Background: an optimization exercise with open tools, aiming at small area and a short achievable clock period. Do not read the settings as production practice. Function was checked by simulation only, so behaviour that the tests miss may differ from the original. Power and IR drop assume default switching activity.

Setup of build 90:
==> flow/design.v <==
`timescale 1ns / 1ps
module register_file(
    input clk,
    input rst_d,
    input we,
    input [4:0] wa,
    input [15:0] wd,
    input [31:0] sela,
    input [31:0] selb,
    input hita,
    input hitb,
    input [15:0] byp,
    output [15:0] rda,
    output [15:0] rdb
    );
    localparam [511:0] INIT = {
        {19{16'h0000}},
        16'h0000, 16'h765E, 16'h756F, 16'h0000, 16'h3721, 16'h856D, 16'h0000,
        16'h0040, 16'h0060, 16'h0000, 16'h0060, 16'h0040, 16'h0000 };
    reg [15:0] rf [0:31];
    wire [15:0] wd0 = wd & {16{~rst_d}};
    wire [15:0] wd1 = wd | {16{rst_d}};
    genvar i;
    generate
        for (i = 0; i < 32; i = i + 1) begin : g_reg
            localparam [15:0] IV = INIT[16*i +: 16];
            always @(posedge clk)
                if (rst_d || (we && wa == i))
                    rf[i] <= (wd0 & ~IV) | (wd1 & IV);
        end
    endgenerate
    reg [15:0] ora, orb;
    integer k;
    always @(*) begin
        ora = byp & {16{hita}};
        orb = byp & {16{hitb}};
        for (k = 0; k < 32; k = k + 1) begin
            ora = ora | (rf[k] & {16{sela[k]}});
            orb = orb | (rf[k] & {16{selb[k]}});
        end
    end
    assign rda = ora;
    assign rdb = orb;
endmodule
`timescale 1ns / 1ps
module top_module(
    input clk,
    input rst,
    input [31:0] instr,
    output [15:0] alu_out,
    output top_out
    );
    reg rst_d;
    reg [31:0] selA1, selB1;
    reg hitA1, hitB1;
    reg [4:0] rd1;
    reg mul1, shl1, xor1, add1, v1;
    reg [15:0] A2, B2;
    reg [7:0] Am2, Bm2;       
    reg [4:0] rd2;
    reg mul2, shl2, xor2, add2, v2;
    reg [15:0] ps3, pc3, pd3;
    reg z3, nz3, v3;
    reg [4:0] rd3;
    reg [15:0] res4, res4w;
    reg z4, v4;
    reg [4:0] rd4;
    assign alu_out = res4;
    assign top_out = z4;
    wire [4:0] ra = instr[4:0];
    wire [4:0] rb = instr[9:5];
    wire [2:0] op = instr[17:15];
    wire hA = v3 && rd3 == ra;
    wire hB = v3 && rd3 == rb;
    wire [15:0] rda, rdb;
    register_file rf1(.clk(clk), .rst_d(rst_d), .we(v4), .wa(rd4), .wd(res4w),
                      .sela(selA1), .selb(selB1), .hita(hitA1), .hitb(hitB1),
                      .byp(res4w), .rda(rda), .rdb(rdb));
    wire [15:0] sh = (|B2[15:4]) ? 16'd0 : (A2 << B2[3:0]);
    wire [15:0] sum = A2 + B2;
    wire [15:0] x = A2 ^ B2;
    wire [15:0] r2 = (sh & {16{shl2}}) | (x & {16{xor2}}) | (sum & {16{add2}});
    wire zsh = (|B2[15:4]) || ~|(A2 & (16'hffff >> B2[3:0]));
    wire zx = A2 == B2;
    wire zadd = x == {A2[14:0] | B2[14:0], 1'b0};    
    wire zmul = ~|Am2 || ~|Bm2;
    wire z2 = (mul2 && zmul) || (shl2 && zsh) || (xor2 && zx) || (add2 && zadd) ||
              !(mul2 || shl2 || xor2 || add2);
    wire [15:0] pp [0:7];
    genvar j;
    generate
        for (j = 0; j < 8; j = j + 1) begin : g_pp
            assign pp[j] = {8'd0, Am2 & {8{Bm2[j]}}} << j;
        end
    endgenerate
    wire [15:0] s0 = pp[0] ^ pp[1] ^ pp[2];
    wire [15:0] c0 = ((pp[0] & pp[1]) | (pp[0] & pp[2]) | (pp[1] & pp[2])) << 1;
    wire [15:0] s1 = pp[3] ^ pp[4] ^ pp[5];
    wire [15:0] c1 = ((pp[3] & pp[4]) | (pp[3] & pp[5]) | (pp[4] & pp[5])) << 1;
    wire [15:0] s2 = s0 ^ c0 ^ s1;
    wire [15:0] c2 = ((s0 & c0) | (s0 & s1) | (c0 & s1)) << 1;
    wire [15:0] s3 = c1 ^ pp[6] ^ pp[7];
    wire [15:0] c3 = ((c1 & pp[6]) | (c1 & pp[7]) | (pp[6] & pp[7])) << 1;
    wire [15:0] s4 = s2 ^ c2 ^ s3;
    wire [15:0] c4 = ((s2 & c2) | (s2 & s3) | (c2 & s3)) << 1;
    wire [15:0] t5 = ps3 ^ pc3 ^ pd3;
    wire [15:0] c5 = ((ps3 & pc3) | (ps3 & pd3) | (pc3 & pd3)) << 1;
    wire [15:0] res = t5 + c5;
    always @(posedge clk) begin
        rst_d <= rst;
        if (rst) begin
            mul1 <= 1'b0; shl1 <= 1'b0; xor1 <= 1'b0; add1 <= 1'b0; v1 <= 1'b0;
            hitA1 <= 1'b0; hitB1 <= 1'b0;
            Am2 <= 8'd0; Bm2 <= 8'd0;
            mul2 <= 1'b0; shl2 <= 1'b0; xor2 <= 1'b0; add2 <= 1'b0; v2 <= 1'b0;
            z3 <= 1'b1; nz3 <= 1'b0; v3 <= 1'b0;
            res4 <= 16'd0; z4 <= 1'b0; v4 <= 1'b0;
        end else begin
            mul1 <= op == 3'd1; shl1 <= op == 3'd2; xor1 <= op == 3'd3; add1 <= op == 3'd4;
            v1 <= 1'b1;
            hitA1 <= hA; hitB1 <= hB;
            Am2 <= rda[7:0] & {8{mul1}}; Bm2 <= rdb[7:0] & {8{mul1}};
            mul2 <= mul1; shl2 <= shl1; xor2 <= xor1; add2 <= add1; v2 <= v1;
            z3 <= z2; nz3 <= 1'b1; v3 <= v2;
            res4 <= res & {16{nz3}}; z4 <= z3; v4 <= v3;
        end
        selA1 <= (32'd1 << ra) & {32{~hA}};
        selB1 <= (32'd1 << rb) & {32{~hB}};
        rd1 <= instr[14:10];
        A2 <= rda; B2 <= rdb; rd2 <= rd1;
        ps3 <= s4; pc3 <= c4; pd3 <= c3 | r2; rd3 <= rd2;
        res4w <= res; rd4 <= rd3;
    end
endmodule
Settings: LEC_CHECK=0, CAP_MARGIN=20, CORE_MARGIN=2, CORE_UTILIZATION=40, CTS_BUF_LIST=sky130_fd_sc_hd__clkbuf_16, CTS_CLUSTER_DIAMETER=80, CTS_CLUSTER_SIZE=22, PLACE_DENSITY=0.6, SETUP_SLACK_MARGIN=2.55, SLEW_MARGIN=20; clock period 5.0 ns.
run.sh (not shown) runs the stock make flow with config.mk's settings and CLKGATE_MAP_FILE= SYNTH_SCRIPT=/design/flow/synth_recipe.tcl, a recipe that flattens the netlist after the stock synthesis.
--- input diff build 90..build 11 ---
# build 90
export LEC_CHECK = 0
export CAP_MARGIN = 20
export CORE_MARGIN = 2
export CORE_UTILIZATION = 40
export CTS_BUF_LIST = sky130_fd_sc_hd__clkbuf_16
export CTS_CLUSTER_DIAMETER = 80
export CTS_CLUSTER_SIZE = 22
export PLACE_DENSITY = 0.6
export SETUP_SLACK_MARGIN = 2.55
export SLEW_MARGIN = 20
create_clock -name core_clock -period 5.0 [get_ports {clk}]
# build 11
export LEC_CHECK = 0
export CAP_MARGIN = 20
export CORE_MARGIN = 2
export CORE_UTILIZATION = 55
export CTS_BUF_LIST = sky130_fd_sc_hd__clkbuf_16
export CTS_CLUSTER_DIAMETER = 80
export CTS_CLUSTER_SIZE = 22
export PLACE_DENSITY = 0.7
export SETUP_SLACK_MARGIN = 2.8
export SLEW_MARGIN = 20
create_clock -name core_clock -period 5.0 [get_ports {clk}]
Results
- Build 11 — number of buffers inserted to repair setup after CTS 39 higher, build 90 as reference
- Looking only at number of placed instances, taps included, and setting everything else aside, the lower value of build 90 and build 11 goes to build 11.
- Compared with build 90, in build 11 non-clock buffer instance count of the final layout increased by 61 relative to the old numbers; smallest setup slack after layout increased by 0.012 ns relative to the old numbers; number of vias per cell after detailed routing now larger; routed wire length went down by about 2.4%.
- Looking at ratio of total power to cell area, build 11 sits about 0.5% below build 90.
- Higher final instance count without filler cells goes to build 90 over build 11.
- On combinational power share, the higher figure sits with build 11, not build 90.
- Build 11 against build 90: HPWL after detailed placement went down 3.5%, design area went up 630 µm².
Relative to build 11, the following input files were edited for build 88:
# build 11
export LEC_CHECK = 0
export CAP_MARGIN = 20
export CORE_MARGIN = 2
export CORE_UTILIZATION = 55
export CTS_BUF_LIST = sky130_fd_sc_hd__clkbuf_16
export CTS_CLUSTER_DIAMETER = 80
export CTS_CLUSTER_SIZE = 22
export PLACE_DENSITY = 0.7
export SETUP_SLACK_MARGIN = 2.8
export SLEW_MARGIN = 20
create_clock -name core_clock -period 5.0 [get_ports {clk}]
# build 88
export LEC_CHECK = 0
export CAP_MARGIN = 20
export CORE_MARGIN = 2
export CORE_UTILIZATION = 40
export CTS_BUF_LIST = sky130_fd_sc_hd__clkbuf_16
export CTS_CLUSTER_DIAMETER = 80
export CTS_CLUSTER_SIZE = 22
export PLACE_DENSITY = 0.6
export SETUP_SLACK_MARGIN = 2.8
export SLEW_MARGIN = 20
create_clock -name core_clock -period 5.0 [get_ports {clk}]
==> comparison <==
- Taking build 11 as the reference, in build 88 slew at the pin closest to its max-slew limit went up by 0.085 ns, clock share of power -0.3 points.
- Launch point of the critical path: pd3[8] -> build 88, pd3[10] -> build 11
- Build 11 → build 88: final instance area level; final clock period utilization by the worst path barely changed; fraction of power consumed by combinational cells lost 0.3 points; die outline area moved up.
- Comparing time the final worst path needs with I/O delays and setup for build 11 and build 88, the smaller number came from build 11.

-- static timing again, ports no longer ideal --
Ports are ideal in the flow. The routed layouts listed here were re-timed in OpenROAD. Step 1: set_driving_cell puts a clkbuf_16 on clk and a buf_2 on each other input, an assumption about the parent block. Step 2, shift: input delay + t, output delay - t, t = (earliest + latest rising clock arrival at the registers) / 2. This alone moves slack from input paths to output paths. a / b / c = no drivers / after step 1 / after step 2; a / b = the first two.
run	t (ns)	slack for setup (ns)	worst setup path after step 2
build 90	0.671	2.489 / 2.489 / 2.097	input to register
build 11	0.685	2.501 / 2.501 / 2.298	input to register
build 88	0.676	2.494 / 2.494 / 2.321	input to register
After both steps setup and hold are still met in every run listed. For build 90, which loses most, drivers alone change the setup slack by 0.000 ns; drivers and shift together by -0.392 ns.
